Context: an optimization exercise on an open-source flow, tuned for small area and a short achievable clock period. The choices shown serve that exercise and are no tape-out recipe.
No activity file was given, so power comes from the tool's default toggle rates.

==> flow/design.v (excerpt) <==
module PipelinedFAdd (
  input  wire        clk,
  input  wire        rst,
  input  wire [31:0] A,
  input  wire [31:0] B,
  input  wire        operation,
  input  wire        in_valid,
  output wire [31:0] result,
  output wire        out_valid
);
  wire [7:0] dab, dba;
  wire       e_ge, e_eq;
  ExpDiff u_ed (.ea(A[30:23]), .eb(B[30:23]), .dab(dab), .dba(dba), .ge(e_ge), .eq(e_eq));
  reg  [31:0] r1_a, r1_b;
  reg  [4:0]  r1_dab, r1_dba;
  reg         r1_op, r1_swap, r1_eeq, r1_far_ab, r1_far_ba;
  always @(posedge clk) begin
    r1_a    <= A;
    r1_b    <= B;
    r1_op   <= operation;
    r1_swap <= ~e_ge | (e_eq & ~(|A[22:0]) & (|B[22:0]));
    r1_eeq  <= e_eq;
    r1_dab    <= dab[4:0];
    r1_dba    <= dba[4:0];
    r1_far_ab <= (|dab[7:5]) | (dab[4] & dab[3]);
    r1_far_ba <= (|dba[7:5]) | (dba[4] & dba[3]);
  end
  wire        sa = r1_a[31];
  wire        sb = r1_b[31] ^ r1_op;
  wire [7:0]  ea = r1_a[30:23];
  wire [7:0]  eb = r1_b[30:23];
  wire [22:0] fa = r1_a[22:0];
  wire [22:0] fb = r1_b[22:0];
  wire ea_nz  = |ea;
  wire eb_nz  = |eb;
  wire fa_nz  = |fa;
  wire fb_nz  = |fb;
  wire a_inf  = (&ea) & ~fa_nz;
  wire b_inf  = (&eb) & ~fb_nz;
  wire a_zero = ~ea_nz & ~fa_nz;
  wire b_zero = ~eb_nz & ~fb_nz;
  wire special = (&ea) | (&eb) | a_zero | b_zero;
  wire sub    = sa ^ sb;
  wire qnan   = a_inf & b_inf & r1_op & sub;
  wire zflip  = a_zero & b_zero & r1_op;
  wire [4:0] d = r1_swap ? r1_dba : r1_dab;
  wire kill   = special | (r1_swap ? r1_far_ba : r1_far_ab);
  wire [7:0]  e_big   = r1_swap ? eb : ea;
  ...
clock: 8.0 ns
lec_check: 0
abc_area: 1
cap_margin: 20
core_margin: 2
core_utilization: 40
cts_buf_list: sky130_fd_sc_hd__clkbuf_8
cts_cluster_diameter: 60
cts_cluster_size: 25
setup_slack_margin: 5
slew_margin: 20
standard.sh (not shown) runs the stock make flow with config.mk's settings and CLKGATE_MAP_FILE= SYNTH_SCRIPT=/design/flow/synth_recipe.tcl, a recipe that flattens the netlist after the stock synthesis.
==> flow/flow/run.sh <==
#!/bin/bash
# Standard layout, with the adder cells left to ABC (no full/half adder
# extraction before it), port buffers of a plain buffer cell, and timing
# repair aiming at a tighter setup margin.
# make's output goes to standard.log, each ORFS step logs to orfs/logs/.
bash standard.sh ADDER_MAP_FILE= SETUP_SLACK_MARGIN=5.6 \
  "BUFFER_PORTS_ARGS=-buffer_cell sky130_fd_sc_hd__buf_2" finish > standard.log 2>&1
Next try:
--- a/flow/flow/run.sh
+++ b/flow/flow/run.sh
@@ -6,2 +6,2 @@
 bash standard.sh ADDER_MAP_FILE= SETUP_SLACK_MARGIN=5.6 \
-  "BUFFER_PORTS_ARGS=-buffer_cell sky130_fd_sc_hd__buf_2" finish > standard.log 2>&1
+  "BUFFER_PORTS_ARGS=-buffer_cell sky130_fd_sc_hd__buf_4" finish > standard.log 2>&1
Result: Via count rose by 1.4%. First-iteration DRC count fell by 20%. Utilization rose by 1.4 points. Register-to-register slack gains 0.03 ns. Global-route usage fell by 0.18 points. Setup slack hardly moves. Area after synthesis stays the same. Combinational power rose by about 7%. Non-clock buffer count rose by 6.
No run of this note included a check of the RTL's function; only the layout flow was run.

== lane 3 ==
Another version of the RTL of PipelinedFAdd (not shown whole).
Size: about 200 flip-flops.
clock: 8.0 ns
lec_check: 0
abc_area: 1
cap_margin: 20
core_margin: 2
core_utilization: 40
cts_buf_list: sky130_fd_sc_hd__clkbuf_8
cts_cluster_diameter: 60
cts_cluster_size: 25
setup_slack_margin: 5
slew_margin: 20
==> flow/flow/run.sh <==
#!/bin/bash
# Standard layout, with the adder cells left to ABC (no full/half adder
# extraction before it), port buffers of a plain buffer cell, a shallower
# clock tree, and timing repair aiming at a tighter setup margin.
# make's output goes to standard.log, each ORFS step logs to orfs/logs/.
bash standard.sh ADDER_MAP_FILE= SETUP_SLACK_MARGIN=5.5 TNS_END_PERCENT=10 \
  "BUFFER_PORTS_ARGS=-buffer_cell sky130_fd_sc_hd__buf_2" \
  "CTS_ARGS=-sink_clustering_enable -repair_clock_nets -sink_clustering_size 20 -sink_clustering_max_diameter 50 -buf_list sky130_fd_sc_hd__clkbuf_8 -root_buf sky130_fd_sc_hd__clkbuf_16 -sink_clustering_levels 1 -num_static_layers 0" \
  finish > standard.log 2>&1
What lane 4 does differently from lane 3 at the input level:
--- a/flow/flow/run.sh
+++ b/flow/flow/run.sh
@@ -6,4 +6,4 @@
 bash standard.sh ADDER_MAP_FILE= SETUP_SLACK_MARGIN=5.5 TNS_END_PERCENT=10 \
   "BUFFER_PORTS_ARGS=-buffer_cell sky130_fd_sc_hd__buf_2" \
-  "CTS_ARGS=-sink_clustering_enable -repair_clock_nets -sink_clustering_size 20 -sink_clustering_max_diameter 50 -buf_list sky130_fd_sc_hd__clkbuf_8 -root_buf sky130_fd_sc_hd__clkbuf_16 -sink_clustering_levels 1 -num_static_layers 0" \
+  "CTS_ARGS=-sink_clustering_enable -repair_clock_nets -sink_clustering_size 16 -sink_clustering_max_diameter 120 -buf_list sky130_fd_sc_hd__clkbuf_16 -root_buf sky130_fd_sc_hd__clkbuf_16 -sink_clustering_levels 1 -num_static_layers 0" \
   finish > standard.log 2>&1
## What came out
Each of the runs, namely lane 4 and lane 3, reached the end of the flow and came out clean.
Changes observed in lane 4 relative to lane 3: global-route wire length before repair roughly the same, via count of the first global-routing pass comparable, pin count of the biggest net entering global routing neither gained nor lost much.
| design area | lower: lane 4 |
[compare] base=lane 3 new=lane 4: net count reported at finish closely matched the old numbers; remaining antenna violation count closely matched the old numbers.
No functional check of the RTL was part of any run of this note.

== v6 ==
PipelinedFAdd, a different RTL version from the one above (not shown whole).
Size in the first run: ~200 flip-flops, about 11000 um^2 of cells after synthesis.
Design PipelinedFAdd, start of the top module:
module PipelinedFAdd (
  input  wire        clk,
  input  wire        rst,
  input  wire [31:0] A,
  input  wire [31:0] B,
  input  wire        operation,
  input  wire        in_valid,
  output wire [31:0] result,
  output wire        out_valid
);
  wire        sa = A[31];
  wire        sb = B[31] ^ operation;
  wire [7:0]  ea = A[30:23];
  wire [7:0]  eb = B[30:23];
  wire [22:0] fa = A[22:0];
  wire [22:0] fb = B[22:0];
  wire ea_max = &ea;
  wire eb_max = &eb;
  wire fa_nz  = |fa;
  wire fb_nz  = |fb;
  wire a_nan  = ea_max & fa_nz;
  wire a_inf  = ea_max & ~fa_nz;
  wire b_inf  = eb_max & ~fb_nz;
  wire a_zero = ~(|ea) & ~fa_nz;
  wire b_zero = ~(|eb) & ~fb_nz;
  wire special = ea_max | eb_max | a_zero | b_zero;
  wire b_gt_a, ab_eq;
  Cmp31 u_cmp (.a(A[30:0]), .b(B[30:0]), .gt(b_gt_a), .eq(ab_eq));
  wire swap = b_gt_a & ~a_nan;
  wire [8:0] dab = {1'b0, ea} - {1'b0, eb};
  wire [7:0] dba = eb - ea;
  wire [7:0] d   = dab[8] ? dba : dab[7:0];
  wire qnan  = a_inf & b_inf & operation & (sa ^ sb);
  wire zflip = a_zero & b_zero & operation;
  reg  [7:0]  r1_ea, r1_eb;
  reg  [22:0] r1_fa, r1_fb;
  reg  [4:0]  r1_d;
  reg         r1_swap, r1_kill, r1_s, r1_sub, r1_qnan;
  always @(posedge clk) begin
    r1_ea   <= ea;
    r1_eb   <= eb;
    r1_fa   <= fa;
    r1_fb   <= fb;
  ...
==> flow/config.mk <==
export PLATFORM = sky130hd
export DESIGN_NAME = PipelinedFAdd
export DESIGN_NICKNAME = PipelinedFAdd
export VERILOG_FILES = /design/flow/design.v
export SDC_FILE = /design/flow/constraint.sdc
export NUM_CORES = 4
export LEC_CHECK = 0
export CAP_MARGIN = 20
export CORE_MARGIN = 2
export CORE_UTILIZATION = 40
export SETUP_SLACK_MARGIN = 4.0
export SLEW_MARGIN = 20
==> flow/constraint.sdc <==
create_clock -name core_clock -period 8.0 [get_ports {clk}]
set_input_delay 1.6000 -clock core_clock [delete_from_list [all_inputs] [get_ports {clk}]]
set_output_delay 1.6000 -clock core_clock [all_outputs]
set_load 0.01 [all_outputs]
run.sh (not shown) runs the stock make flow with config.mk's settings and CLKGATE_MAP_FILE= SYNTH_SCRIPT=/design/flow/synth_recipe.tcl, a recipe that flattens the netlist after the stock synthesis.
Stock flow here: none of the scripts above is used.
#### Input delta (v7 over v6)
Settings: SETUP_SLACK_MARGIN now 5, was 4.0; ABC_CLOCK_PERIOD_IN_PS now 2500, previously not set.
Comparing v7 and v6, multi-input combinational area share is lower on v6. v7: done, clean on timing, DRC and antenna. Changes observed in v7 relative to v6: power density relative to cell area decreased 0.45%, area growth from synthesis to layout increased 10 points, total number of clock tree sinks essentially unchanged, design area increased about 8%.
No run of this note included a check of the RTL's function; only the layout flow was run.

what the ideal ports hide:
Ports are ideal in the flow. The routed layouts listed here were re-timed in OpenROAD. Step 1 sets driving cells, clkbuf_16 on the clock port and buf_2 on the other inputs (assumed; they add their load-dependent delay and slew). Step 2, shift: input delay + t, output delay - t, t = (earliest + latest rising clock arrival at the registers) / 2. This alone moves slack from input paths to output paths. Three values: no drivers, after step 1, after step 2; two values: the first two.
| run | shift t [ns] | slack for setup (ns) | worst data-port slew with drivers (ns) |
|---|---|---|---|
| the first run of note 1 | 0.601 | 5.381 / 5.338 / 4.919 | 0.06 |
| the second run of note 1 | 0.590 | 5.380 / 5.335 / 4.938 | 0.06 |
| lane 3 | 0.541 | 5.414 / 5.396 / 4.869 | 0.05 |
| lane 4 | 0.523 | 5.368 / 5.365 / 4.842 | 0.05 |
| v6 | 0.553 | 4.133 / 4.158 / 3.605 | 0.04 |
| v7 | 0.558 | 4.637 / 4.637 / 4.141 | 0.06 |
After both steps every run listed still meets setup and hold. The setup slack of lane 3, which loses most, moves by -0.018 ns with the drivers and by -0.545 ns with both steps.
